From an optimization exercise on the open Yosys and OpenROAD flow, aimed at small area and a short achievable clock period; shortcuts taken in it are not production practice. At most, simulation tests tie the RTL to the original design; equivalence was not proved. Function not checked in run 1: the RTL went through the layout flow alone. Power figures rest on the tool's default switching activity, not on a simulated workload.

## flow/design.v (module list and top-level ports; edited modules follow where they fit)
// module ALU_design: 2139 lines
// module alu_prefix: 21 lines
// module alu_cpa: 244 lines
// module alu_fa: 4 lines
// module alu_bsel: 3 lines
// module alu_ha: 4 lines
module ALU_design(OPA_1,OPB_1,CIN,CLK,RST,CMD,CE,MODE,INP_VALID,COUT,OFLOW,RES,G,E,L,ERR);
  // ...
==> flow/run.sh <==
#!/bin/bash
# synth_recipe.tcl (not shown) runs the flow's synth.tcl, then flattens the netlist and writes it again
# the make line also repeats each setting of config.mk as NAME=value (left out here)
make -C /OpenROAD-flow-scripts/flow DESIGN_CONFIG=/design/flow/config.mk WORK_HOME=/design/flow/orfs CLKGATE_MAP_FILE= SYNTH_SCRIPT=/design/flow/synth_recipe.tcl finish
==> flow/config.mk <==
export PLATFORM = sky130hd
export DESIGN_NAME = ALU_design
export DESIGN_NICKNAME = ALU_design
export VERILOG_FILES = /design/flow/design.v
export SDC_FILE = /design/flow/constraint.sdc
export NUM_CORES = 4
export LEC_CHECK = 0
export CAP_MARGIN = 25
export CORE_MARGIN = 2
export CORE_UTILIZATION = 40
export SETUP_SLACK_MARGIN = 5
export SLEW_MARGIN = 20
export SYNTH_HIERARCHICAL = 1
==> flow/constraint.sdc <==
create_clock -name core_clock -period 10.5 [get_ports {CLK}]
set_input_delay 2.1000 -clock core_clock [delete_from_list [all_inputs] [get_ports {CLK}]]
set_output_delay 2.1000 -clock core_clock [all_outputs]
set_load 0.01 [all_outputs]
==> impl_metrics.prom, run 1 <==
# TYPE chip_impl_metric gauge
chip_impl_info{name="run_status",value="timing/DRC/antenna clean"} 1
chip_impl_metric{name="drive_above_1_share",unit=""} 0.111
chip_impl_info{name="hold_start",value="RES[19]$_DFFE_PP0P_"} 1
chip_impl_metric{name="drc",unit=""} 0
chip_impl_metric{name="h_tree_depth",unit=""} 2
chip_impl_metric{name="power_dens_cells",unit="nW/µm²"} 268
chip_impl_metric{name="number_of_buffers_created_by_cts",unit=""} 37
chip_impl_metric{name="globalRoute.totalOverflow",unit=""} 0
chip_impl_metric{name="min_period",unit="ps"} 5450
chip_impl_metric{name="num_vias",unit=""} 37400
chip_impl_metric{name="leakagePower",unit="nW"} 20.2
chip_impl_metric{name="cts-hold-fix-buffers",unit=""} 0
chip_impl_metric{name="met1_length",unit="mm"} 71.1
chip_impl_info{name="power.group.top",value="combinational cells"} 1
chip_impl_metric{name="synth_async_sr_flop_share",unit=""} 0.487
chip_impl_metric{name="port-buffer-count",unit=""} 144
chip_impl_info{name="regMostFlops",value="RES"} 1
chip_impl_metric{name="final_cell_count_no_fill",unit=""} 5781
chip_impl_metric{name="cts-root-to-sink-buffers",unit=""} 3
chip_impl_metric{name="reg2reg_depth",unit=""} 14
chip_impl_metric{name="first_pass_iters",unit=""} 27
chip_impl_info{name="largest_registers",value="RES x64, OPA x32, OPB x32"} 1
chip_impl_metric{name="dp_slack",unit="ps"} 3120
chip_impl_metric{name="clkSlewWorstSetupHoldPaths",unit="ps"} 70
chip_impl_metric{name="multi_input_logic_area",unit="µm²"} 35100
chip_impl_metric{name="inverters_excl_clock",unit=""} 195
chip_impl_metric{name="slew-limit-headroom",unit=""} 0.261
chip_impl_metric{name="clock_cell_area_share",unit=""} 0.0259
chip_impl_metric{name="synthMuxAreaShare",unit=""} 0.0435
chip_impl_metric{name="finalInstanceArea",unit="µm²"} 48200
chip_impl_metric{name="ys_types",unit=""} 88
chip_impl_metric{name="antenna_cells",unit=""} 0
chip_impl_metric{name="syn2layout_area_growth",unit="%"} 13.3
chip_impl_metric{name="route.final.wire_length",unit="mm"} 180
chip_impl_metric{name="rows",unit=""} 119
chip_impl_metric{name="max_cap_viol",unit=""} 0
==> run 2, diff against run 1 <==
--- a/flow/design.v
+++ b/flow/design.v
@@ -2062,21 +2062,18 @@
     wire sx = X[31] ^ Y[31] ^ co;              
     wire [31:0] xt = X ^ Y;
     wire [31:0] xo = X | Y;
     wire zhi = &(xt[31:1] ~^ xo[30:0]);
     wire z1 = zhi & xt[0];
     wire z0 = zhi & ~xt[0];
     wire [4:0] nsh = ~B[4:0] + 5'd1;
     wire [4:0] sh = c13 ? nsh : B[4:0];
-    wire [31:0] rl0 = sh[0] ? {A[30:0], A[31]} : A;
-    wire [31:0] rl1 = sh[1] ? {rl0[29:0], rl0[31:30]} : rl0;
-    wire [31:0] rl2 = sh[2] ? {rl1[27:0], rl1[31:28]} : rl1;
-    wire [31:0] rl3 = sh[3] ? {rl2[23:0], rl2[31:24]} : rl2;
-    wire [31:0] rot = sh[4] ? {rl3[15:0], rl3[31:16]} : rl3;
+    wire [31:0] rot;
+    alu_rotl u_rot (.a(A), .s(sh), .y(rot));
     wire hiB = |B[31:4];
     wire ar   = MODE & (INP_VALID == 2'b11);
     wire va = MODE & (INP_VALID[0] & ~INP_VALID[1] | (INP_VALID == 2'b11));    
     wire vb = MODE & (INP_VALID[1] & ~INP_VALID[0] | (INP_VALID == 2'b11));    
     wire s_ar  = ar & (c0 | c1 | c2 | c3 | c11 | c12) | va & (c4 | c5) | vb & (c6 | c7);
     wire s_c32 = ar & c2 | va & c4 | vb & c6;            
     wire s_brw = ar & (c1 | c3) | va & c5 | vb & c7;     
     wire s_sgn = ar & (c11 | c12);                       
@@ -2398,16 +2395,23 @@
     wire G118 = g[58] | p[58] & G88;
     wire P118 = p[58] & P88;
     wire G119 = g[60] | p[60] & G74;
     wire P119 = p[60] & P74;
     wire G120 = g[62] | p[62] & G89;
     wire P120 = p[62] & P89;
     assign s = p ^ {G120, G89, G119, G74, G118, G88, G117, G67, G116, G87, G115, G73, G114, G86, G113, G64, G112, G85, G111, G72, G110, G84, G109, G66, G108, G83, G107, G71, G106, G82, G105, G61, G104, G81, G103, G70, G102, G80, G101, G65, G100, G79, G99, G69, G98, G78, G97, G57, G96, G77, G95, G68, G94, G76, G93, G49, G92, G75, G91, G33, G90, G1, g[0], 1'b0};
 endmodule
+module alu_rotl(input [31:0] a, input [4:0] s, output [31:0] y);
+    wire [31:0] r0 = s[0] ? {a[30:0], a[31]} : a;
+    wire [31:0] r1 = s[1] ? {r0[29:0], r0[31:30]} : r0;
+    wire [31:0] r2 = s[2] ? {r1[27:0], r1[31:28]} : r1;
+    wire [31:0] r3 = s[3] ? {r2[23:0], r2[31:24]} : r2;
+    assign y = s[4] ? {r3[15:0], r3[31:16]} : r3;
+endmodule
 module alu_fa(input a, input b, input c, output s, output co);
     assign s = a ^ b ^ c;
     assign co = (a & b) | (a & c) | (b & c);
 endmodule
 module alu_bsel(input one, input two, input y, input yl, output ns);
     assign ns = (one & y) | (two & yl);
 endmodule
 module alu_ha(input a, input b, output s, output co);
==> flow/config.mk (replaced) <==
export PLATFORM = sky130hd
export DESIGN_NAME = ALU_design
export DESIGN_NICKNAME = ALU_design
export VERILOG_FILES = /design/flow/design.v
export SDC_FILE = /design/flow/constraint.sdc
export NUM_CORES = 4
export LEC_CHECK = 0
export CAP_MARGIN = 25
export CORE_MARGIN = 2
export CORE_UTILIZATION = 40
export CTS_BUF_LIST = sky130_fd_sc_hd__clkbuf_4 sky130_fd_sc_hd__clkbuf_8
export SETUP_SLACK_MARGIN = 5
export SLEW_MARGIN = 20
export SYNTH_HIERARCHICAL = 1
==> impl_metrics.prom, run 2 <==
# TYPE chip_impl_metric gauge
chip_impl_info{name="layout.cells.most_common",value="fa_1"} 1
chip_impl_metric{name="regToRegSetupSlack",unit="ps"} 5020
chip_impl_metric{name="drive_above_1_share",unit=""} 0.136
chip_impl_metric{name="place_inst",unit=""} 5572
chip_impl_info{name="timing.critical_path.to_type",value="flop"} 1
chip_impl_metric{name="tightestPinTransition",unit="ps"} 1010
chip_impl_metric{name="clock_sink_count",unit=""} 275
chip_impl_metric{name="globalRoute.totalOverflow",unit=""} 0
chip_impl_metric{name="max_cap_viol",unit=""} 0
chip_impl_metric{name="ys_ff_latch",unit=""} 275
chip_impl_metric{name="whs_path_depth",unit=""} 1
chip_impl_metric{name="timing.critical_path.fanout_max",unit=""} 21
chip_impl_metric{name="final_core_utilization",unit=""} 0.458
chip_impl_info{name="worstHoldEndpoint",value="RES[12]$_DFFE_PP0P_"} 1
chip_impl_metric{name="globalRouteTotalUtil",unit=""} 0.320
chip_impl_metric{name="min_period",unit="ps"} 5480
chip_impl_metric{name="post_synth_fa_ha_maj_area_fraction",unit=""} 0.336
chip_impl_metric{name="num_vias",unit=""} 37700
chip_impl_metric{name="wl_per_cell",unit="µm"} 31.1
chip_impl_metric{name="register_area_share_after_synthesis",unit=""} 0.145
chip_impl_metric{name="first_pass_grt_wire_length",unit="mm"} 257
chip_impl_metric{name="fmaxAchievable",unit="MHz"} 183
chip_impl_metric{name="first_pass_iters",unit=""} 17
chip_impl_metric{name="final_cell_count_no_fill",unit=""} 5726
chip_impl_metric{name="route.antenna.remaining_nets",unit=""} 0
chip_impl_metric{name="die-width",unit="µm"} 330
chip_impl_info{name="synth_top_family_by_area",value="adder cells"} 1
chip_impl_info{name="regMostFlops",value="RES"} 1
chip_impl_metric{name="first_global_vias",unit=""} 37000
chip_impl_metric{name="cts-root-to-sink-buffers",unit=""} 3
chip_impl_info{name="synthMostInstantiatedCell",value="fa_1"} 1
chip_impl_metric{name="port-buffer-count",unit=""} 144
chip_impl_metric{name="num-nets-final",unit=""} 5167
chip_impl_metric{name="antenna_violations_before_repair",unit=""} 6
chip_impl_metric{name="synth_edf_count",unit=""} 0
chip_impl_info{name="rsz0062_at_grt",value="true"} 1
chip_impl_metric{name="insertion_delay",unit="ps"} 740
chip_impl_metric{name="drtIter0Drc",unit=""} 5009
chip_impl_metric{name="syn2layout_area_growth",unit="%"} 13.5
chip_impl_info{name="worst-setup-path-type",value="flop to flop"} 1
chip_impl_metric{name="io_pins",unit=""} 145
chip_impl_metric{name="cell_area_after_synthesis",unit="µm²"} 42600
chip_impl_metric{name="start_util",unit=""} 0.404
chip_impl_info{name="dominantRegCellSynth",value="dfxtp_1"} 1
chip_impl_metric{name="dieHeight",unit="µm"} 330
chip_impl_metric{name="syn-mean-instance-area",unit="µm²"} 10.2
chip_impl_metric{name="share_of_the_synthesized_area_in_the_top_cell_type",unit=""} 0.265
chip_impl_info{name="netlist_top_cells_area",value="fa_1, a22o_1, xor2_1"} 1
chip_impl_metric{name="h_tree_depth",unit=""} 2
chip_impl_info{name="origin_of_the_critical_flop_to_flop_path",value="OPA[19]$_DFF_PP0_"} 1
chip_impl_metric{name="post_synth_simple_gate_area",unit=""} 0.0732
chip_impl_metric{name="leakagePower",unit="nW"} 20.4
chip_impl_metric{name="clock-skew-final",unit="ps"} 52.8
chip_impl_metric{name="flip_flop_count_of_the_largest_register_all_copies_and_words_added",unit=""} 64
chip_impl_metric{name="gpl.final_weighted_congestion",unit=""} 0.984
chip_impl_metric{name="maxSlewViolCount",unit=""} 0
chip_impl_metric{name="finalHoldWorstSlack",unit="ps"} 485
chip_impl_info{name="run_status",value="timing/DRC/antenna clean"} 1
chip_impl_metric{name="timing.final.crit_share",unit=""} 0.522
chip_impl_metric{name="die_area",unit="µm²"} 109000
chip_impl_metric{name="postSynthCellCount",unit=""} 4175
chip_impl_metric{name="synthMuxAreaShare",unit=""} 0.0570
chip_impl_metric{name="finalSetupViolCount",unit=""} 0
chip_impl_metric{name="yosysWarnings",unit=""} 7
chip_impl_metric{name="number_of_buffers_created_by_cts",unit=""} 53
chip_impl_metric{name="cp_data_required_time",unit="ps"} 11080
chip_impl_metric{name="rows",unit=""} 119
chip_impl_metric{name="area_fraction_in_compound_gates_after_synthesis",unit=""} 0.222
chip_impl_info{name="layout.cells.most_common_list",value="fa_1, a22o_1, xor2_1"} 1
chip_impl_info{name="worst_r2r_endpoint",value="mq_28_1$_DFF_P_"} 1
chip_impl_metric{name="core_region_area",unit="µm²"} 105000
chip_impl_metric{name="synth_async_sr_flop_share",unit=""} 0.487
chip_impl_metric{name="ys_types",unit=""} 85
chip_impl_info{name="library_cell_occupying_the_most_area_in_the_post_synthesis_netlist",value="fa_1"} 1
chip_impl_metric{name="fin_tns_setup",unit="ps"} 0
chip_impl_metric{name="clkSlewWorstSetupHoldPaths",unit="ps"} 60
chip_impl_metric{name="detailedPlacementHpwl",unit="mm"} 116
chip_impl_metric{name="maximum_number_of_pins_on_one_net_before_global_route_repair",unit=""} 107
chip_impl_metric{name="drc",unit=""} 0
chip_impl_info{name="clock_tree_from_tritoncts",value="built"} 1
chip_impl_info{name="worstHoldPathType",value="flop to flop"} 1
chip_impl_metric{name="final-hold-violation-count",unit=""} 0
chip_impl_metric{name="avgViaCountPerCell",unit=""} 6.59
chip_impl_metric{name="post_synth_xor_xnor_area",unit=""} 0.121
chip_impl_metric{name="slew-limit-headroom",unit=""} 0.319
chip_impl_metric{name="power_dens_cells",unit="nW/µm²"} 275
chip_impl_metric{name="reg2reg_depth",unit=""} 14
chip_impl_info{name="largest_registers",value="RES x64, OPA x32, OPB x32"} 1
chip_impl_metric{name="cts-hold-fix-buffers",unit=""} 0
chip_impl_metric{name="worst_ep_arrival_time",unit="ps"} 6060
chip_impl_info{name="post_synth_most_frequent_cells",value="fa_1, a22o_1, xor2_1, ha_1, a21oi_1"} 1
chip_impl_info{name="hold_start",value="RES[12]$_DFFE_PP0P_"} 1
chip_impl_metric{name="worst_ir_drop_vdd",unit="mV"} 0.160
chip_impl_metric{name="route.final.wire_length",unit="mm"} 178
chip_impl_info{name="startpoint_type",value="flop"} 1
chip_impl_info{name="clk_root_buffer_cell",value="clkbuf_8"} 1
==> run 2: where the power goes <==
group          switching [mW]  internal (mW)
sequential              0.145           1.57
combinational            5.93           4.41
clock                   0.543          0.698
==> run 2: kinds of logic after synthesis <==
group | Yosys count
other | 2
muxes | 153
adders and majority gates | 805
buffers and inverters | 480
DFF | 275
and+or+nand+nor | 629
AOI/OAI and AO/OA | 1242
xor gates and xnor gates | 589
==> run 2: worst max-delay path by stage <==
stage / start / to / slack (ps)
2_1_floorplan: CMD[1] / RES[33]$_DFFE_PP0P_ / 4710
3_3_place_gp: CMD[3] / RES[43]$_DFFE_PP0P_ / 3100
3_5_place_dp: CMD[3] / RES[44]$_DFFE_PP0P_ / 3090
4_1_cts: OPA[23]$_DFF_PP0_ / mq_28_1$_DFF_P_ / 5020
5_1_grt: CIN / RES[50]$_DFFE_PP0P_ / 4990
6_report: OPA[19]$_DFF_PP0_ / mq_28_1$_DFF_P_ / 5020
==> run 2: cell type report <==
type | instances | area, µm²
diodes | 4 | 10.0
clock inverters | 23 | 243
flip-flops and latches | 275 | 6250
well taps | 1391 | 1740
inverters | 189 | 767
repair buffers | 342 | 3250
fillers | 9850 | 57100
multi-input cells | 3427 | 35100
clock buffers | 75 | 970
==> run 2: per-module statistics from Yosys (local to each module, per instance) <==
module | cells | flops+latches
alu_fa | 1 | 0
alu_ha | 1 | 0
ALU_design | 2619 | 275
alu_rotl | 116 | 0
alu_cpa | 321 | 0
alu_bsel | 1 | 0
==> run 2: timing repair <==
| item | in CTS | in global routing |
|---|---|---|
| buffers inserted | 11 | 30 |
| setup endpoints to repair | 151 | 77 |
| pin swaps | 5 | 6 |
| gates resized for setup | 61 | 42 |
| gates cloned | 1 | 7 |
==> run 2: layer usage <==
layer | GRT usage | vias to the layer above | wire (µm)
met5 | 0 | - | 49
li1 | - | 15400 | -
met3 | 0.104 | 664 | 23600
met1 | 0.424 | 18700 | 68600
met4 | 0.167 | 8 | 11000
met2 | 0.465 | 2906 | 74900
==> run 2: per-stage QoR <==
| step | worst slack, ps | total power [mW] | cell area (µm²) |
|---|---|---|---|
| CTS | 5020 | 13.2 | 47700 |
| detailed placement | 3090 | 11.8 | 46200 |
| finish | 5020 | 13.3 | 48300 |
| global placement | 3100 | 11.7 | 46100 |
| floorplan | 4710 | 8.60 | 43000 |
| global route | 4990 | 14.7 | 48300 |
==> run 2: worst max-delay path, cell delays in order (launching register included) <==
cell	delay [ps]
dfrtp_2	360
buf_8	280
clkinvlp_4	300
or3_1	460
o21ai_4	230
buf_12	260
a22o_1	160
xor2_1	200
fa_1	460
fa_1	490
fa_1	420
fa_1	510
fa_1	440
fa_1	450
ha_1	270
==> run 3, diff against run 2 <==
==> flow/flow/run.sh (new file) <==
#!/bin/bash
set -euo pipefail
export BUFFER_PORTS_ARGS="-buffer_cell sky130_fd_sc_hd__buf_1"
bash standard.sh > standard_sh.log 2>&1
==> flow/standard.sh (new file) <==
#!/bin/bash
# synth_recipe.tcl (not shown) runs the flow's synth.tcl, then flattens the netlist and writes it again
# the make line also repeats each setting of config.mk as NAME=value (left out here)
make -C /OpenROAD-flow-scripts/flow DESIGN_CONFIG=/design/flow/config.mk WORK_HOME=/design/flow/orfs CLKGATE_MAP_FILE= SYNTH_SCRIPT=/design/flow/synth_recipe.tcl "${@:-finish}"
removed: flow/run.sh
==> impl_metrics.prom, run 3 <==
# TYPE chip_impl_metric gauge
chip_impl_info{name="clock_tree_from_tritoncts",value="built"} 1
chip_impl_info{name="netlist_top_cells_area",value="fa_1, a22o_1, xor2_1"} 1
chip_impl_metric{name="num-fill-cells",unit=""} 9928
chip_impl_info{name="layout.cells.most_common_list",value="fa_1, a22o_1, xor2_1"} 1
chip_impl_metric{name="detailedPlacementHpwl",unit="mm"} 116
chip_impl_metric{name="final-hold-violation-count",unit=""} 0
chip_impl_metric{name="cts-root-to-sink-buffers",unit=""} 3
chip_impl_info{name="worst_r2r_endpoint",value="mq_29_2$_DFF_P_"} 1
chip_impl_metric{name="fin_tns_setup",unit="ps"} 0
chip_impl_metric{name="synth_async_sr_flop_share",unit=""} 0.487
chip_impl_info{name="clk_root_buffer_cell",value="clkbuf_8"} 1
chip_impl_metric{name="first_pass_grt_wire_length",unit="mm"} 255
chip_impl_metric{name="drive_above_1_share",unit=""} 0.147
chip_impl_info{name="rsz0062_at_grt",value="false"} 1
chip_impl_metric{name="slew-limit-headroom",unit=""} 0.183
chip_impl_metric{name="postSynthCellCount",unit=""} 4175
chip_impl_metric{name="clock-skew-final",unit="ps"} 65.7
chip_impl_info{name="startpoint_type",value="flop"} 1
chip_impl_metric{name="cts-hold-fix-buffers",unit=""} 0
chip_impl_metric{name="maxSlewViolCount",unit=""} 0
chip_impl_metric{name="rows",unit=""} 119
chip_impl_metric{name="antenna_violations_before_repair",unit=""} 7
chip_impl_info{name="origin_of_the_critical_flop_to_flop_path",value="OPA[3]$_DFF_PP0_"} 1
chip_impl_info{name="endpoint",value="mq_29_2$_DFF_P_"} 1
chip_impl_metric{name="finalSetupViolCount",unit=""} 0
chip_impl_metric{name="start_util",unit=""} 0.404
chip_impl_metric{name="syn2layout_area_growth",unit="%"} 12.5
chip_impl_metric{name="die_area",unit="µm²"} 109000
chip_impl_info{name="library_cell_occupying_the_most_area_in_the_post_synthesis_netlist",value="fa_1"} 1
chip_impl_metric{name="ys_ff_latch",unit=""} 275
chip_impl_metric{name="flip_flop_count_of_the_largest_register_all_copies_and_words_added",unit=""} 64
chip_impl_metric{name="fmaxAchievable",unit="MHz"} 183
chip_impl_info{name="timing.critical_path.to_type",value="flop"} 1
chip_impl_info{name="worstSetupStartpoint",value="OPA[3]$_DFF_PP0_"} 1
chip_impl_metric{name="max_cap_viol",unit=""} 0
chip_impl_metric{name="register_area_share_after_synthesis",unit=""} 0.145
chip_impl_metric{name="clock_sink_count",unit=""} 275
chip_impl_metric{name="avgViaCountPerCell",unit=""} 6.53
chip_impl_metric{name="h_tree_depth",unit=""} 2
chip_impl_info{name="largest_registers",value="RES x64, OPA x32, OPB x32"} 1
chip_impl_metric{name="tightestPinTransition",unit="ps"} 1210
chip_impl_info{name="post_synth_most_frequent_cells",value="fa_1, a22o_1, xor2_1, ha_1, a21oi_1"} 1
chip_impl_metric{name="reg2reg_depth",unit=""} 13
chip_impl_metric{name="core_region_area",unit="µm²"} 105000
chip_impl_metric{name="worst_ep_arrival_time",unit="ps"} 6060
chip_impl_metric{name="globalRouteTotalUtil",unit=""} 0.316
chip_impl_info{name="run_status",value="timing/DRC/antenna clean"} 1
chip_impl_metric{name="drc",unit=""} 0
chip_impl_metric{name="maximum_number_of_pins_on_one_net_before_global_route_repair",unit=""} 111
chip_impl_info{name="synthMostInstantiatedCell",value="fa_1"} 1
chip_impl_metric{name="regToRegSetupSlack",unit="ps"} 5030
chip_impl_metric{name="multi_input_logic_area",unit="µm²"} 35300
chip_impl_metric{name="cell_area_after_synthesis",unit="µm²"} 42600
chip_impl_info{name="dominantRegCellSynth",value="dfxtp_1"} 1
chip_impl_metric{name="ff_latch_area",unit="µm²"} 6240
chip_impl_metric{name="whs_path_depth",unit=""} 1
chip_impl_metric{name="number_of_buffers_created_by_cts",unit=""} 53
chip_impl_metric{name="die-width",unit="µm"} 330
chip_impl_metric{name="wl_per_cell",unit="µm"} 31.0
chip_impl_metric{name="io_pins",unit=""} 145
chip_impl_metric{name="port-buffer-count",unit=""} 144
chip_impl_metric{name="num-nets-final",unit=""} 5185
chip_impl_metric{name="first_pass_iters",unit=""} 17
chip_impl_metric{name="ys_types",unit=""} 85
chip_impl_metric{name="timing.final.crit_share",unit=""} 0.521
chip_impl_metric{name="clkSlewWorstSetupHoldPaths",unit="ps"} 60
chip_impl_metric{name="first_global_vias",unit=""} 36700
chip_impl_metric{name="syn-mean-instance-area",unit="µm²"} 10.2
chip_impl_metric{name="worst_ir_drop_vdd",unit="mV"} 0.193
chip_impl_metric{name="cp_data_required_time",unit="ps"} 11100
chip_impl_metric{name="synth_edf_count",unit=""} 0
chip_impl_metric{name="route.final.wire_length",unit="mm"} 178
chip_impl_metric{name="yosysWarnings",unit=""} 7
chip_impl_metric{name="share_of_the_synthesized_area_in_the_top_cell_type",unit=""} 0.265
chip_impl_metric{name="timing.critical_path.fanout_max",unit=""} 33
chip_impl_metric{name="finalInstanceArea",unit="µm²"} 47900
chip_impl_metric{name="globalRoute.totalOverflow",unit=""} 0
chip_impl_metric{name="dieHeight",unit="µm"} 330
chip_impl_metric{name="dpl-instance-area",unit="µm²"} 45200
chip_impl_metric{name="insertion_delay",unit="ps"} 750
chip_impl_metric{name="route.antenna.remaining_nets",unit=""} 0
chip_impl_metric{name="num_vias",unit=""} 37500
chip_impl_metric{name="power_dens_cells",unit="nW/µm²"} 278
chip_impl_info{name="worst-setup-path-type",value="flop to flop"} 1
chip_impl_metric{name="drtIter0Drc",unit=""} 4458
chip_impl_info{name="regMostFlops",value="RES"} 1
chip_impl_metric{name="leakagePower",unit="nW"} 20.2
chip_impl_metric{name="gpl.final_weighted_congestion",unit=""} 0.952
chip_impl_info{name="layout.cells.most_common",value="fa_1"} 1
chip_impl_info{name="worstHoldPathType",value="flop to flop"} 1
chip_impl_metric{name="min_period",unit="ps"} 5470
[run 3: cell counts after synthesis]
No cell type changed its count.
[run 3: routing by layer]
layer  GRT usage  vias to the layer above  share of wire
met3      0.0849                      555           0.12
met2       0.469                     2718           0.43
met4       0.145                        8          0.052
met5           0                        -        0.00051
li1            -                    15400              -
met1       0.430                    18800           0.40
[run 3: cell families after synthesis]
group | Yosys count | share of synthesized area
and+or+nand+nor | 629 | 0.0732
DFF | 275 | 0.145
buffers and inverters | 480 | 0.0452
adders and majority gates | 805 | 0.336
xor gates and xnor gates | 589 | 0.121
other | 2 | 0.000176
AOI/OAI and AO/OA | 1242 | 0.222
muxes | 153 | 0.0570
[run 3: how the worst min path moves through the flow]
stage,from,to,slack (ps)
6_report,RES[2]$_DFFE_PP0P_,RES[2]$_DFFE_PP0P_,490
5_1_grt,RES[37]$_DFFE_PP0P_,RES[37]$_DFFE_PP0P_,510
4_1_cts,RES[2]$_DFFE_PP0P_,RES[2]$_DFFE_PP0P_,490
3_5_place_dp,RES[2]$_DFFE_PP0P_,RES[2]$_DFFE_PP0P_,470
3_3_place_gp,RES[5]$_DFFE_PP0P_,RES[5]$_DFFE_PP0P_,470
2_1_floorplan,RES[10]$_DFFE_PP0P_,RES[10]$_DFFE_PP0P_,520
[run 3: timing repair]
| item | in CTS | in global routing |
|---|---|---|
| setup buffers | 11 | 48 |
| endpoints found under the setup margin | 134 | 77 |
| cloned | 2 | 13 |
| gates resized for setup | 52 | 98 |
| endpoints found under the hold margin | 0 | 0 |
| pin swaps | 2 | 23 |
[run 3: cell type report]
| type | count | share of cell area |
|---|---|---|
| multi-input combinational | 3426 | 0.736 |
| clock inverter | 24 | 0.00551 |
| clock buffer | 76 | 0.0199 |
| antenna | 4 | 0.000209 |
| tap | 1391 | 0.0363 |
| timing repair buffer | 361 | 0.0555 |
| inverter | 189 | 0.0161 |
| sequential | 275 | 0.130 |
[run 3: critical path: stages, from the launching register on]
cell and delay (ps):
dfrtp_4 720, buf_8 400, nand2b_1 120, o21ai_2 120, buf_4 420, a22o_1 220
xor2_1 100, fa_1 450, fa_1 580, fa_1 550, fa_1 480, fa_1 420
fa_1 460, ha_1 280
[run 3: per-module statistics from Yosys (local to each module, per instance)]
| module | cells | cell area, µm² | flip-flops and latches |
|---|---|---|---|
| ALU_design | 2619 | 21800 | 275 |
| alu_bsel | 1 | 8.76 | 0 |
| alu_cpa | 321 | 2770 | 0 |
| alu_fa | 1 | 20.0 | 0 |
| alu_ha | 1 | 12.5 | 0 |
| alu_rotl | 116 | 1950 | 0 |
[run 3: power by group]
part | leakage, nW | total, mW | switching [mW] | internal, mW
sequential | 2.73 | 1.72 | 0.147 | 1.57
combinational | 16.8 | 10.4 | 5.97 | 4.39
clock | 0.627 | 1.24 | 0.548 | 0.693
total | 20.2 | 13.3 | 6.67 | 6.66
[run 3: per-stage QoR]
step                      total power, mW  cells   util  hold WS, ps  setup slack [ps]
final                                13.3   5746  0.454          485              5030
after global routing                 14.7   5744  0.454          511              4990
after CTS                            13.2   5678  0.444          487              5000
after detailed placement             11.8   5565  0.429          474              3300
after global placement               11.6   5564  0.429          474              3320
after floorplan                      8.60   4179      -          516              4710
==> run 4, diff against run 3 <==
==> flow/flow/run.sh (replaced) <==
#!/bin/bash
set -euo pipefail
export BUFFER_PORTS_ARGS="-buffer_cell sky130_fd_sc_hd__buf_1"
export SETUP_SLACK_MARGIN=5.5
bash standard.sh > standard_sh.log 2>&1
==> flow/config.mk (replaced) <==
export PLATFORM = sky130hd
export DESIGN_NAME = ALU_design
export DESIGN_NICKNAME = ALU_design
export VERILOG_FILES = /design/flow/design.v
export SDC_FILE = /design/flow/constraint.sdc
export NUM_CORES = 4
export LEC_CHECK = 0
export CAP_MARGIN = 20
export CORE_MARGIN = 2
export CORE_UTILIZATION = 55
export CTS_BUF_LIST = sky130_fd_sc_hd__clkbuf_4 sky130_fd_sc_hd__clkbuf_8
export PLACE_DENSITY = 0.68
export SLEW_MARGIN = 20
export SYNTH_HIERARCHICAL = 1
==> impl_metrics.prom, run 4 <==
# TYPE chip_impl_metric gauge
chip_impl_info{name="run_status",value="timing/DRC/antenna clean"} 1
chip_impl_info{name="path_common_cell",value="fa_2"} 1
chip_impl_metric{name="postSynthCellCount",unit=""} 4175
chip_impl_metric{name="die_area",unit="µm²"} 79700
chip_impl_metric{name="final-hold-violation-count",unit=""} 0
chip_impl_metric{name="final_cell_count_no_fill",unit=""} 5509
chip_impl_metric{name="syn-mean-instance-area",unit="µm²"} 10.2
chip_impl_metric{name="first_pass_grt_wire_length",unit="mm"} 259
chip_impl_metric{name="dieHeight",unit="µm"} 282
chip_impl_metric{name="route.final.wire_length",unit="mm"} 186
chip_impl_info{name="clk_root_buffer_cell",value="clkbuf_8"} 1
chip_impl_metric{name="fmaxAchievable",unit="MHz"} 186
chip_impl_metric{name="flip_flop_count_of_the_largest_register_all_copies_and_words_added",unit=""} 64
chip_impl_metric{name="worst_ir_drop_vdd",unit="mV"} 0.219
chip_impl_metric{name="route.antenna.remaining_nets",unit=""} 0
chip_impl_metric{name="number_of_buffers_created_by_cts",unit=""} 51
chip_impl_metric{name="syn2layout_area_growth",unit="%"} 18.1
chip_impl_metric{name="gpl.final_weighted_congestion",unit=""} 1.04
chip_impl_metric{name="synth_async_sr_flop_share",unit=""} 0.487
chip_impl_info{name="dominantRegCellSynth",value="dfxtp_1"} 1
chip_impl_info{name="layout.cells.most_common_list",value="fa_1, a22o_1, xor2_1"} 1
chip_impl_metric{name="timing.critical_path.fanout_max",unit=""} 8
chip_impl_metric{name="tightestPinTransition",unit="ps"} 1270
chip_impl_info{name="library_cell_occupying_the_most_area_in_the_post_synthesis_netlist",value="fa_1"} 1
chip_impl_metric{name="wl_per_cell",unit="µm"} 33.7
chip_impl_info{name="regMostFlops",value="RES"} 1
chip_impl_metric{name="die-width",unit="µm"} 282
chip_impl_metric{name="timing.final.crit_share",unit=""} 0.512
chip_impl_metric{name="max_cap_viol",unit=""} 0
chip_impl_metric{name="clock_sink_count",unit=""} 275
chip_impl_metric{name="clock-skew-final",unit="ps"} 59.5
chip_impl_metric{name="leakagePower",unit="nW"} 21.4
chip_impl_metric{name="crit_path_max_incr_delay",unit="ps"} 460
chip_impl_metric{name="port-buffer-count",unit=""} 144
chip_impl_metric{name="register_area_share_after_synthesis",unit=""} 0.145
chip_impl_metric{name="dpl-instance-area",unit="µm²"} 44900
chip_impl_metric{name="place_inst",unit=""} 5206
chip_impl_metric{name="cp_data_required_time",unit="ps"} 11070
chip_impl_metric{name="first_pass_iters",unit=""} 9
chip_impl_metric{name="ys_types",unit=""} 85
chip_impl_info{name="synthMostInstantiatedCell",value="fa_1"} 1
chip_impl_metric{name="finalInstanceArea",unit="µm²"} 50300
chip_impl_info{name="worstHoldPathType",value="flop to flop"} 1
chip_impl_metric{name="globalRoute.totalOverflow",unit=""} 0
chip_impl_metric{name="rows",unit=""} 102
chip_impl_metric{name="power_dens_cells",unit="nW/µm²"} 273
chip_impl_info{name="startpoint_type",value="primary input"} 1
chip_impl_metric{name="maximum_number_of_pins_on_one_net_before_global_route_repair",unit=""} 110
chip_impl_metric{name="avgViaCountPerCell",unit=""} 7.23
chip_impl_info{name="netlist_top_cells_area",value="fa_1, a22o_1, xor2_1"} 1
chip_impl_metric{name="finalSetupViolCount",unit=""} 0
chip_impl_metric{name="maxSlewViolCount",unit=""} 0
chip_impl_info{name="layout.cells.most_common",value="fa_1"} 1
chip_impl_info{name="worstPathCellList",value="clkbuf_16 > nand2_8 > nand2_4 > o211ai_1 > buf_4 > buf_8 > nand2_2 > o21ai_1 > nand2_1 > fa_2 > inv_2 > fa_2 > and2b_2 > o2111ai_2 > nand3b_1 > o21bai_2 > and4b_2 > o21ba_4 > or2_4 > a221o_4 > buf_12 > o22a_1"} 1
chip_impl_info{name="slowest_stage",value="a221o_4"} 1
chip_impl_metric{name="globalRouteTotalUtil",unit=""} 0.448
chip_impl_metric{name="io_pins",unit=""} 145
chip_impl_metric{name="antenna_violations_before_repair",unit=""} 6
chip_impl_metric{name="first_global_vias",unit=""} 38400
chip_impl_metric{name="num_vias",unit=""} 39800
chip_impl_metric{name="share_of_the_synthesized_area_in_the_top_cell_type",unit=""} 0.265
chip_impl_info{name="clock_tree_from_tritoncts",value="built"} 1
chip_impl_metric{name="h_tree_depth",unit=""} 2
chip_impl_info{name="post_synth_most_frequent_cells",value="fa_1, a22o_1, xor2_1, ha_1, a21oi_1"} 1
chip_impl_info{name="worst-setup-path-type",value="primary input to flop"} 1
chip_impl_metric{name="finalHoldWorstSlack",unit="ps"} 474
chip_impl_metric{name="yosysWarnings",unit=""} 7
chip_impl_metric{name="core_region_area",unit="µm²"} 77100
chip_impl_metric{name="dp_slack",unit="ps"} 3540
chip_impl_metric{name="synth_edf_count",unit=""} 0
chip_impl_metric{name="slew-limit-headroom",unit=""} 0.147
chip_impl_metric{name="ys_ff_latch",unit=""} 275
chip_impl_metric{name="clkSlewWorstSetupHoldPaths",unit="ps"} 60
chip_impl_metric{name="drc",unit=""} 0
chip_impl_metric{name="final_core_utilization",unit=""} 0.653
chip_impl_metric{name="finalWorstSetupSlack",unit="ps"} 5120
chip_impl_metric{name="min_period",unit="ps"} 5380
chip_impl_metric{name="detailedPlacementHpwl",unit="mm"} 110
chip_impl_metric{name="start_util",unit=""} 0.553
chip_impl_metric{name="cts-root-to-sink-buffers",unit=""} 3
chip_impl_metric{name="cell_area_after_synthesis",unit="µm²"} 42600
chip_impl_metric{name="fin_tns_setup",unit="ps"} 0
chip_impl_metric{name="worst_ep_arrival_time",unit="ps"} 5950
chip_impl_info{name="timing.critical_path.to_type",value="flop"} 1
chip_impl_metric{name="drive_above_1_share",unit=""} 0.189
chip_impl_metric{name="totalPowerFinal",unit="mW"} 13.7
chip_impl_info{name="largest_registers",value="RES x64, OPA x32, OPB x32"} 1
chip_impl_metric{name="num-nets-final",unit=""} 5305
chip_impl_metric{name="insertion_delay",unit="ps"} 720
chip_impl_info{name="rsz0062_at_grt",value="true"} 1
chip_impl_metric{name="drtIter0Drc",unit=""} 6559
-- run 4: cell types whose count changed in the layout (fill, tap and decap cells not counted), sizes merged, moves of 3 or more --
cell and change:
inv -6, clkinv -9, clkbuf +21, buf +98
bufbuf +8, clkinvlp +4, diode -3
-- run 4: logic make-up (layout without fill, tap and decap cells) --
family | Yosys count | count (layout) | synth area share
AO/OA/AOI/OAI | 1242 | 1242 | 0.222
adder cells (fa/ha/maj) | 805 | 805 | 0.336
AND/OR/NAND/NOR | 629 | 630 | 0.0732
XOR/XNOR | 589 | 590 | 0.121
buffers and inverters | 480 | 765 | 0.0452
flip-flops | 275 | 275 | 0.145
multiplexers | 153 | 155 | 0.0570
other | 2 | 7 | 0.000176
-- run 4: path summary, 6_finish.rpt --
| check | endpoint | startpoint | slack [ps] | cells after the start |
|---|---|---|---|---|
| max reg2reg | mq_31_2$_DFF_P_ | OPA[13]$_DFF_PP0_ | 5410 | 14 |
| max in group asynchronous | OPA[27]$_DFF_PP0_ | RST | 7060 | 5 |
| max | RES[45]$_DFFE_PP0P_ | CMD[0] | 5120 | 22 |
| min in group asynchronous | RES[53]$_DFFE_PP0P_ | RST | 1600 | 3 |
| min reg2reg | RES[7]$_DFFE_PP0P_ | RES[7]$_DFFE_PP0P_ | 470 | 1 |
| min | RES[7]$_DFFE_PP0P_ | RES[7]$_DFFE_PP0P_ | 470 | 1 |
-- run 4: critical path, delay by kind of cell --
family | cells | cell delay [ps]
and+or+nand+nor | 8 | 1260
buffers and inverters | 5 | 710
adders and majority gates | 2 | 570
AOI/OAI and AO/OA | 7 | 1250
-- run 4: what timing repair did --
item                                    CTS  global route
setup buffers                           102            61
hold endpoints to repair                  0             0
hold buffers                              0             0
pin swaps                                30            47
endpoints found under the setup margin  187           128
cloned                                   25            18
resized for setup                       236           141
-- run 4: area by class of cell --
type	instances	area, µm²
Antenna cell	1	2.50
Clock buffer	84	1030
Clock inverter	11	164
Fill cell	6177	26800
Inverter	189	808
Multi-Input combinational cell	3428	36000
Sequential cell	275	6250
Tap cell	1040	1300
Timing Repair Buffer	480	4760
Timing Repair inverter	1	16.3
-- run 4: where the power goes --
group	total, mW	leakage, nW	switching (mW)	internal [mW]
registers	1.71	2.73	0.134	1.57
logic	10.8	18.1	6.22	4.60
clock network	1.22	0.630	0.518	0.700
-- run 4: metal layers --
| metal | routed length [µm] | track usage | share of wire |
|---|---|---|---|
| met4 | 15700 | 0.270 | 0.084 |
| met3 | 30600 | 0.182 | 0.16 |
| met1 | 64500 | 0.574 | 0.35 |
| met5 | 264 | 0.00305 | 0.0014 |
| met2 | 74600 | 0.631 | 0.40 |
-- run 4: per-module statistics from Yosys, one instance, submodules excluded --
module	times used	cells inside	flops+latches	cell area, µm²
ALU_design	1	2619	275	21800
alu_bsel	496	1	0	8.76
alu_cpa	1	321	0	2770
alu_fa	530	1	0	20.0
alu_ha	93	1	0	12.5
alu_rotl	1	116	0	1950
==> run 5, diff against run 4 <==
==> flow/flow/run.sh (replaced) <==
#!/bin/bash
set -euo pipefail
export BUFFER_PORTS_ARGS="-buffer_cell sky130_fd_sc_hd__buf_1"
bash standard.sh > standard_sh.log 2>&1
--- a/flow/config.mk
+++ b/flow/config.mk
@@ -9,6 +9,8 @@
 export CORE_MARGIN = 2
 export CORE_UTILIZATION = 55
 export CTS_BUF_LIST = sky130_fd_sc_hd__clkbuf_4 sky130_fd_sc_hd__clkbuf_8
+export GPL_TIMING_DRIVEN = 0
 export PLACE_DENSITY = 0.68
+export SETUP_SLACK_MARGIN = 5
 export SLEW_MARGIN = 20
 export SYNTH_HIERARCHICAL = 1
==> impl_metrics.prom, run 5 <==
# TYPE chip_impl_metric gauge
chip_impl_info{name="run_status",value="timing/DRC/antenna clean"} 1
chip_impl_metric{name="register_area_share_after_synthesis",unit=""} 0.145
chip_impl_metric{name="detailedPlacementHpwl",unit="mm"} 151
chip_impl_metric{name="finalHoldWorstSlack",unit="ps"} 474
chip_impl_metric{name="dieHeight",unit="µm"} 282
chip_impl_metric{name="flip_flop_count_of_the_largest_register_all_copies_and_words_added",unit=""} 64
chip_impl_metric{name="cell_internal_pwr",unit="mW"} 6.94
chip_impl_metric{name="final_cell_count_no_fill",unit=""} 5671
chip_impl_info{name="synthMostInstantiatedCell",value="fa_1"} 1
chip_impl_metric{name="min_period",unit="ps"} 5680
chip_impl_metric{name="start_util",unit=""} 0.553
chip_impl_info{name="layout.cells.most_common",value="fa_1"} 1
chip_impl_metric{name="rows",unit=""} 102
chip_impl_metric{name="num_vias",unit=""} 40800
chip_impl_metric{name="syn-mean-instance-area",unit="µm²"} 10.2
chip_impl_metric{name="die-width",unit="µm"} 282
chip_impl_info{name="dominantRegCellSynth",value="dfxtp_1"} 1
chip_impl_metric{name="postSynthCellCount",unit=""} 4175
chip_impl_info{name="library_cell_occupying_the_most_area_in_the_post_synthesis_netlist",value="fa_1"} 1
chip_impl_metric{name="ys_ff_latch",unit=""} 275
chip_impl_metric{name="number_of_buffers_created_by_cts",unit=""} 54
chip_impl_metric{name="maximum_number_of_pins_on_one_net_before_global_route_repair",unit=""} 39
chip_impl_metric{name="core_region_area",unit="µm²"} 77100
chip_impl_metric{name="worst_ep_arrival_time",unit="ps"} 6250
chip_impl_metric{name="cts-hold-fix-buffers",unit=""} 0
chip_impl_metric{name="fmaxAchievable",unit="MHz"} 176
chip_impl_info{name="timing.critical_path.to_type",value="flop"} 1
chip_impl_metric{name="globalRoute.totalOverflow",unit=""} 0
chip_impl_metric{name="share_of_the_synthesized_area_in_the_top_cell_type",unit=""} 0.265
chip_impl_metric{name="timing.final.crit_share",unit=""} 0.541
chip_impl_metric{name="regToRegSetupSlack",unit="ps"} 4950
chip_impl_metric{name="route.final.wire_length",unit="mm"} 203
chip_impl_metric{name="share_clk_of_total_power",unit=""} 0.093
chip_impl_metric{name="route.antenna.remaining_nets",unit=""} 0
chip_impl_metric{name="maxSlewViolCount",unit=""} 0
chip_impl_metric{name="power.share.sequential",unit=""} 0.125
chip_impl_metric{name="clock-skew-final",unit="ps"} 50.7
chip_impl_info{name="rsz0062_at_grt",value="true"} 1
chip_impl_metric{name="ys_types",unit=""} 85
chip_impl_metric{name="timing.critical_path.fanout_max",unit=""} 7
chip_impl_metric{name="crit_path_max_incr_delay",unit="ps"} 510
chip_impl_metric{name="cell_area_after_synthesis",unit="µm²"} 42600
chip_impl_metric{name="gpl.final_weighted_congestion",unit=""} 1.07
chip_impl_metric{name="final-hold-violation-count",unit=""} 0
chip_impl_metric{name="power_dens_cells",unit="nW/µm²"} 281
chip_impl_metric{name="die_area",unit="µm²"} 79700
chip_impl_metric{name="wl_per_cell",unit="µm"} 35.8
chip_impl_info{name="worst-setup-path-type",value="primary input to flop"} 1
chip_impl_metric{name="clkSlewWorstSetupHoldPaths",unit="ps"} 60
chip_impl_info{name="clock_tree_from_tritoncts",value="built"} 1
chip_impl_metric{name="globalRouteTotalUtil",unit=""} 0.502
chip_impl_info{name="worstHoldPathType",value="flop to flop"} 1
chip_impl_metric{name="max_cap_viol",unit=""} 0
chip_impl_metric{name="worst_ir_drop_vdd",unit="mV"} 0.277
chip_impl_metric{name="place_inst",unit=""} 5424
chip_impl_metric{name="port-buffer-count",unit=""} 140
chip_impl_info{name="layout.cells.most_common_list",value="fa_1, a22o_1, xor2_1"} 1
chip_impl_info{name="netlist_top_cells_area",value="fa_1, a22o_1, xor2_1"} 1
chip_impl_metric{name="synth_edf_count",unit=""} 0
chip_impl_info{name="post_synth_most_frequent_cells",value="fa_1, a22o_1, xor2_1, ha_1, a21oi_1"} 1
chip_impl_metric{name="avgViaCountPerCell",unit=""} 7.20
chip_impl_metric{name="synth_async_sr_flop_share",unit=""} 0.487
chip_impl_metric{name="fin_tns_setup",unit="ps"} 0
chip_impl_metric{name="first_pass_grt_wire_length",unit="mm"} 284
chip_impl_metric{name="insertion_delay",unit="ps"} 720
chip_impl_metric{name="drive_above_1_share",unit=""} 0.164
chip_impl_metric{name="first_pass_iters",unit=""} 10
chip_impl_info{name="startpoint_type",value="primary input"} 1
chip_impl_metric{name="reg2reg_depth",unit=""} 12
chip_impl_metric{name="cts-root-to-sink-buffers",unit=""} 3
chip_impl_metric{name="num-nets-final",unit=""} 5457
chip_impl_metric{name="first_global_vias",unit=""} 39800
chip_impl_metric{name="io_pins",unit=""} 145
chip_impl_metric{name="totalPowerFinal",unit="mW"} 14.2
chip_impl_info{name="worstPathCellList",value="buf_16 > clkbuf_16 > clkbuf_16 > buf_12 > clkbuf_16 > nor2_4 > nand2_4 > mux2_4 > buf_12 > buf_12 > mux4_2 > mux4_2 > mux2_4 > a221o_1 > a221oi_4 > o21ai_0 > o22ai_1 > nor2_1"} 1
chip_impl_info{name="regMostFlops",value="RES"} 1
chip_impl_metric{name="tightestPinTransition",unit="ps"} 1390
chip_impl_metric{name="slew-limit-headroom",unit=""} 0.0729
chip_impl_metric{name="whs_path_depth",unit=""} 1
chip_impl_metric{name="num-fill-cells",unit=""} 6226
chip_impl_info{name="slowest_stage",value="mux4_2"} 1
chip_impl_info{name="largest_registers",value="RES x64, OPA x32, OPB x32"} 1
chip_impl_metric{name="yosysWarnings",unit=""} 7
chip_impl_metric{name="fraction_of_power_consumed_by_combinational_cells",unit=""} 0.782
chip_impl_metric{name="syn2layout_area_growth",unit="%"} 18.3
chip_impl_metric{name="leakagePower",unit="nW"} 21.5
chip_impl_metric{name="clock_sink_count",unit=""} 275
chip_impl_metric{name="cp_data_required_time",unit="ps"} 11070
chip_impl_info{name="clk_root_buffer_cell",value="clkbuf_8"} 1
chip_impl_metric{name="drtIter0Drc",unit=""} 6245
chip_impl_metric{name="h_tree_depth",unit=""} 2
chip_impl_metric{name="switching_power_total",unit="mW"} 7.22
chip_impl_metric{name="antenna_violations_before_repair",unit=""} 18
chip_impl_metric{name="finalSetupViolCount",unit=""} 0
chip_impl_metric{name="p_sw_frac",unit=""} 0.510
chip_impl_metric{name="drc",unit=""} 0
-- run 5: power groups by stage --
stage               clock network [mW]  registers (mW)  logic, mW
floorplan                            0            1.75       6.85
global placement                     0            1.83       9.96
detailed placement                   0            1.79       10.4
CTS                               1.33            1.77       10.6
global route                      1.37            1.79       12.0
finish                            1.32            1.77       11.1
-- run 5: critical path: cells and delay by family --
kind	cells	cell delay (ps)
buffers and inverters	7	980
AO/OA/AOI/OAI	4	1090
AND/OR/NAND/NOR	3	370
multiplexers	4	1660
-- run 5: logic make-up after synthesis --
logic type	share of synthesized area
and+or+nand+nor	0.0732
muxes	0.0570
xor gates and xnor gates	0.121
buffers and inverters	0.0452
other	0.000176
DFF	0.145
adders and majority gates	0.336
AOI/OAI and AO/OA	0.222
-- run 5: worst paths after layout --
| check | end | start |
|---|---|---|
| max | RES[26]$_DFFE_PP0P_ | CMD[1] |
| min | RES[25]$_DFFE_PP0P_ | RES[25]$_DFFE_PP0P_ |
| max reg2reg | mq_29_2$_DFF_P_ | OPB[0]$_DFF_PP0_ |
| min reg2reg | RES[25]$_DFFE_PP0P_ | RES[25]$_DFFE_PP0P_ |
| max in group asynchronous | OPA[29]$_DFF_PP0_ | RST |
| min in group asynchronous | RES[56]$_DFFE_PP0P_ | RST |
-- run 5: timing repair --
item	in CTS	in global routing
gates resized for setup	251	124
endpoints found under the hold margin	0	0
gates cloned	4	4
pin swaps	34	35
setup buffers	64	65
setup endpoints to repair	204	102
-- run 5: layer usage --
metal | vias to the layer above | part of all wire | track usage
li1 | 16000 | - | -
met1 | 20000 | 0.36 | 0.635
met2 | 3851 | 0.41 | 0.709
met3 | 1008 | 0.15 | 0.206
met4 | 12 | 0.077 | 0.314
met5 | - | 0.0013 | 0.0110
-- run 5: per-module statistics from Yosys (local to each module, per instance) --
module      cells  copies in the design  flops+latches
alu_bsel        1                   496              0
alu_ha          1                    93              0
ALU_design   2619                     1            275
alu_cpa       321                     1              0
alu_rotl      116                     1              0
alu_fa          1                   530              0
-- run 5: layout make-up --
type | count | area, µm² | area share
well taps | 1040 | 1300 | 0.0258
diodes | 7 | 17.5 | 0.000348
inverters | 189 | 759 | 0.0151
clock buffers | 82 | 1040 | 0.0207
flip-flops and latches | 275 | 6250 | 0.124
plain buffers | 291 | 1960 | 0.0390
clock inverters | 20 | 272 | 0.00539
repair buffers | 342 | 3310 | 0.0658
multi-input cells | 3425 | 35400 | 0.704
-- run 5: stage by stage --
step / utilization / worst slack [ps] / cell area (µm²)
after global routing: 0.653 / 4840 / 50400
after detailed placement: 0.607 / 2600 / 46800
after floorplan: - / 4710 / 43000
after CTS: 0.640 / 4950 / 49300
final: 0.653 / 4820 / 50400
after global placement: 0.581 / 2230 / 44800
==> run 6, diff against run 5 <==
--- a/flow/config.mk
+++ b/flow/config.mk
@@ -9,7 +9,6 @@
 export CORE_MARGIN = 2
 export CORE_UTILIZATION = 55
 export CTS_BUF_LIST = sky130_fd_sc_hd__clkbuf_4 sky130_fd_sc_hd__clkbuf_8
-export GPL_TIMING_DRIVEN = 0
 export PLACE_DENSITY = 0.68
 export SETUP_SLACK_MARGIN = 5
 export SLEW_MARGIN = 20
==> impl_metrics.prom, run 6 <==
# TYPE chip_impl_metric gauge
chip_impl_info{name="timing.critical_path.to_type",value="flop"} 1
chip_impl_metric{name="globalRouteTotalUtil",unit=""} 0.431
chip_impl_metric{name="p_sw_frac",unit=""} 0.497
chip_impl_metric{name="h_tree_depth",unit=""} 2
chip_impl_metric{name="share_clk_of_total_power",unit=""} 0.092
chip_impl_info{name="regMostFlops",value="RES"} 1
chip_impl_metric{name="synth_edf_count",unit=""} 0
chip_impl_metric{name="rows",unit=""} 102
chip_impl_metric{name="timing.critical_path.fanout_max",unit=""} 26
chip_impl_metric{name="worst_ir_drop_vdd",unit="mV"} 0.203
chip_impl_metric{name="dieHeight",unit="µm"} 282
chip_impl_metric{name="clkSlewWorstSetupHoldPaths",unit="ps"} 60
chip_impl_metric{name="switching_power_total",unit="mW"} 6.65
chip_impl_metric{name="globalRoute.totalOverflow",unit=""} 0
chip_impl_metric{name="finalInstanceArea",unit="µm²"} 47300
chip_impl_metric{name="regToRegSetupSlack",unit="ps"} 5070
chip_impl_metric{name="synth_async_sr_flop_share",unit=""} 0.487
chip_impl_metric{name="final-hold-violation-count",unit=""} 0
chip_impl_metric{name="num_vias",unit=""} 38000
chip_impl_metric{name="fraction_of_power_consumed_by_combinational_cells",unit=""} 0.780
chip_impl_metric{name="wl_met3",unit="mm"} 26.1
chip_impl_info{name="clk_root_buffer_cell",value="clkbuf_8"} 1
chip_impl_metric{name="final_core_utilization",unit=""} 0.614
chip_impl_metric{name="max_cap_viol",unit=""} 0
chip_impl_metric{name="drc",unit=""} 0
chip_impl_info{name="worst-setup-path-type",value="primary input to flop"} 1
chip_impl_metric{name="core_region_area",unit="µm²"} 77100
chip_impl_metric{name="cp_data_required_time",unit="ps"} 11060
chip_impl_metric{name="wl_per_cell",unit="µm"} 32.2
chip_impl_metric{name="slew-limit-headroom",unit=""} 0.204
chip_impl_metric{name="flip_flop_count_of_the_largest_register_all_copies_and_words_added",unit=""} 64
chip_impl_info{name="layout.cells.most_common_list",value="fa_1, a22o_1, xor2_1"} 1
chip_impl_metric{name="antenna_violations_before_repair",unit=""} 4
chip_impl_metric{name="postSynthCellCount",unit=""} 4175
chip_impl_metric{name="power.share.sequential",unit=""} 0.128
chip_impl_metric{name="ys_ff_latch",unit=""} 275
chip_impl_info{name="worstHoldEndpoint",value="RES[19]$_DFFE_PP0P_"} 1
chip_impl_info{name="hold_start",value="RES[19]$_DFFE_PP0P_"} 1
chip_impl_info{name="post_synth_most_frequent_cells",value="fa_1, a22o_1, xor2_1, ha_1, a21oi_1"} 1
chip_impl_metric{name="yosysWarnings",unit=""} 7
chip_impl_metric{name="worst_ep_arrival_time",unit="ps"} 6010
chip_impl_metric{name="clock-skew-final",unit="ps"} 41.9
chip_impl_info{name="worstHoldPathType",value="flop to flop"} 1
chip_impl_metric{name="drtIter0Drc",unit=""} 5231
chip_impl_info{name="synthMostInstantiatedCell",value="fa_1"} 1
chip_impl_info{name="run_status",value="timing/DRC/antenna clean"} 1
chip_impl_metric{name="syn-mean-instance-area",unit="µm²"} 10.2
chip_impl_metric{name="fmaxAchievable",unit="MHz"} 183
chip_impl_metric{name="tightestPinTransition",unit="ps"} 1180
chip_impl_metric{name="timing.final.crit_share",unit=""} 0.519
chip_impl_metric{name="share_of_the_synthesized_area_in_the_top_cell_type",unit=""} 0.265
chip_impl_metric{name="cell_area_after_synthesis",unit="µm²"} 42600
chip_impl_metric{name="first_pass_iters",unit=""} 6
chip_impl_metric{name="leakagePower",unit="nW"} 20.1
chip_impl_info{name="highest-signal-layer",value="met5"} 1
chip_impl_metric{name="reg2reg_depth",unit=""} 14
chip_impl_info{name="origin_of_the_critical_flop_to_flop_path",value="OPA[9]$_DFF_PP0_"} 1
chip_impl_metric{name="insertion_delay",unit="ps"} 680
chip_impl_metric{name="gpl.final_weighted_congestion",unit=""} 1.02
chip_impl_metric{name="cell_internal_pwr",unit="mW"} 6.73
chip_impl_metric{name="cts-root-to-sink-buffers",unit=""} 3
chip_impl_info{name="dominantRegCellSynth",value="dfxtp_1"} 1
chip_impl_metric{name="die_area",unit="µm²"} 79700
chip_impl_metric{name="clock_sink_count",unit=""} 275
chip_impl_metric{name="min_period",unit="ps"} 5450
chip_impl_metric{name="route.antenna.remaining_nets",unit=""} 0
chip_impl_metric{name="power_dens_cells",unit="nW/µm²"} 283
chip_impl_metric{name="detailedPlacementHpwl",unit="mm"} 111
chip_impl_metric{name="met1_length",unit="mm"} 63.2
chip_impl_info{name="startpoint_type",value="primary input"} 1
chip_impl_metric{name="finalSetupViolCount",unit=""} 0
chip_impl_metric{name="start_util",unit=""} 0.553
chip_impl_metric{name="io_pins",unit=""} 145
chip_impl_metric{name="register_area_share_after_synthesis",unit=""} 0.145
chip_impl_metric{name="maximum_number_of_pins_on_one_net_before_global_route_repair",unit=""} 98
chip_impl_metric{name="met2WireLength",unit="mm"} 72.2
chip_impl_metric{name="ys_types",unit=""} 85
chip_impl_metric{name="drive_above_1_share",unit=""} 0.145
chip_impl_metric{name="num-nets-final",unit=""} 5176
chip_impl_metric{name="number_of_buffers_created_by_cts",unit=""} 52
chip_impl_info{name="largest_registers",value="RES x64, OPA x32, OPB x32"} 1
chip_impl_metric{name="first_global_vias",unit=""} 37200
chip_impl_metric{name="maxSlewViolCount",unit=""} 0
chip_impl_metric{name="route.final.wire_length",unit="mm"} 174
chip_impl_metric{name="port-buffer-count",unit=""} 144
chip_impl_metric{name="fin_tns_setup",unit="ps"} 0
chip_impl_info{name="layout.cells.most_common",value="fa_1"} 1
chip_impl_metric{name="dpl-instance-area",unit="µm²"} 44700
chip_impl_info{name="clock_tree_from_tritoncts",value="built"} 1
chip_impl_info{name="worst_r2r_endpoint",value="mq_39_1$_DFF_P_"} 1
chip_impl_info{name="rsz0062_at_grt",value="false"} 1
chip_impl_info{name="library_cell_occupying_the_most_area_in_the_post_synthesis_netlist",value="fa_1"} 1
chip_impl_metric{name="first_pass_grt_wire_length",unit="mm"} 251
chip_impl_metric{name="die-width",unit="µm"} 282
chip_impl_metric{name="syn2layout_area_growth",unit="%"} 11.1
chip_impl_metric{name="avgViaCountPerCell",unit=""} 7.05
chip_impl_metric{name="whs_path_depth",unit=""} 1
chip_impl_info{name="netlist_top_cells_area",value="fa_1, a22o_1, xor2_1"} 1
==> run 6: worst max-delay path by stage <==
stage / startpoint / endpoint / slack (ps) / cells past startpoint
2_1_floorplan: CMD[1] / RES[33]$_DFFE_PP0P_ / 4710 / 22
3_3_place_gp: CMD[2] / RES[41]$_DFFE_PP0P_ / 3500 / 18
3_5_place_dp: CMD[2] / RES[47]$_DFFE_PP0P_ / 3380 / 18
4_1_cts: CMD[0] / RES[47]$_DFFE_PP0P_ / 5000 / 22
5_1_grt: CMD[0] / RES[25]$_DFFE_PP0P_ / 4960 / 20
6_report: CMD[0] / RES[47]$_DFFE_PP0P_ / 5050 / 20
==> run 6: cell families after synthesis <==
kind of cell	Yosys count	share of synthesized area
other cells	2	0.000176
fa+ha+maj	805	0.336
compound gates	1242	0.222
flops	275	0.145
simple gates	629	0.0732
xor+xnor	589	0.121
buf+inv	480	0.0452
mux	153	0.0570
==> run 6: critical path, stage by stage <==
cell and delay, ps:
buf_8 150, inv_2 60, buf_12 170, o211ai_1 320, buf_4 200, buf_6 160, nand2_1 70, o21ai_1 110
nand2_1 130, ha_4 350, nand2_4 70, nor2_4 160, a211oi_1 90, a211o_1 320, and4b_2 270, o21ba_1 190
or2_4 270, a221o_2 450, buf_12 190, o22a_1 170
==> run 6: area by class of cell <==
class / instances / area, µm²
Clock inverter: 19 / 219
Tap cell: 1040 / 1300
Antenna cell: 2 / 5.00
Fill cell: 6444 / 29800
Multi-Input combinational cell: 3428 / 35300
Sequential cell: 275 / 6250
Timing Repair Buffer: 351 / 2450
Clock buffer: 79 / 1010
Inverter: 189 / 763
==> run 6: layer usage <==
layer,GRT usage,up-vias
li1,-,15400
met1,0.562,18600
met2,0.619,3169
met3,0.157,784
met4,0.239,4
met5,0.00488,-
==> run 6: per-module statistics from Yosys, one instance, submodules excluded <==
module / times used / cells
ALU_design: 1 / 2619
alu_bsel: 496 / 1
alu_cpa: 1 / 321
alu_fa: 530 / 1
alu_ha: 93 / 1
alu_rotl: 1 / 116
==> run 6: what timing repair did <==
action                                  4_1_cts  5_1_grt
pin swaps                                     5       18
hold buffers                                  0        0
endpoints found under the setup margin      155       98
gates resized for setup                      60       94
buffers inserted                             19       47
gates cloned                                  6        4
==> run 6: through the flow <==
step / hold WS, ps / power, mW / setup slack [ps] / std cells
after floorplan: 516 / 8.60 / 4710 / 4179
after global placement: 460 / 11.5 / 3500 / 5206
after detailed placement: 466 / 11.7 / 3380 / 5206
after CTS: 481 / 13.1 / 5000 / 5329
after global routing: 501 / 14.6 / 4960 / 5383
final: 476 / 13.4 / 5050 / 5383
==> run 6: power groups by stage <==
stage / clock [mW] / sequential (mW) / combinational (mW)
finish: 1.22 / 1.71 / 10.4
global route: 1.30 / 1.74 / 11.6
CTS: 1.25 / 1.72 / 10.1
detailed placement: 0 / 1.74 / 9.99
global placement: 0 / 1.73 / 9.75
floorplan: 0 / 1.75 / 6.85

-- separate check: timing with driven ports --
No port has a modelled driver above. Below, the same layouts with a new extraction and two added sets of constraints.
Step 1 sets driving cells, clkbuf_16 on the clock port and buf_2 on the other inputs (assumed; they add their load-dependent delay and slew).
Step 2 also shifts input and output timing later by t, the mid clock arrival at the registers, as if the neighbouring blocks saw the same clock.
Three values: no drivers, after step 1, after step 2; two values: the first two.
run | shift t [ns] | setup WS [ns] | worst setup path after step 2 | latest minus earliest clock arrival (ns) | slew at the worst register clock pin (ns)
run 1 | 0.672 | 5.046 / 5.046 / 4.390 | input to register | 0.048 / 0.048 | 0.08 / 0.08
run 2 | 0.776 | 5.021 / 4.979 / 4.204 | input to register | 0.053 / 0.053 | 0.08 / 0.08
run 3 | 0.783 | 5.034 / 4.924 / 4.141 | input to register | 0.066 / 0.066 | 0.08 / 0.08
run 4 | 0.752 | 5.119 / 5.093 / 4.341 | input to register | 0.060 / 0.060 | 0.07 / 0.07
run 5 | 0.760 | 4.820 / 4.816 / 4.056 | input to register | 0.060 / 0.060 | 0.07 / 0.07
run 6 | 0.738 | 5.048 / 4.953 / 4.215 | input to register | 0.048 / 0.047 | 0.07 / 0.07
After both steps setup and hold are still met in every run listed. The setup slack of run 3, which loses most, moves by -0.110 ns with the drivers and by -0.893 ns with both steps.
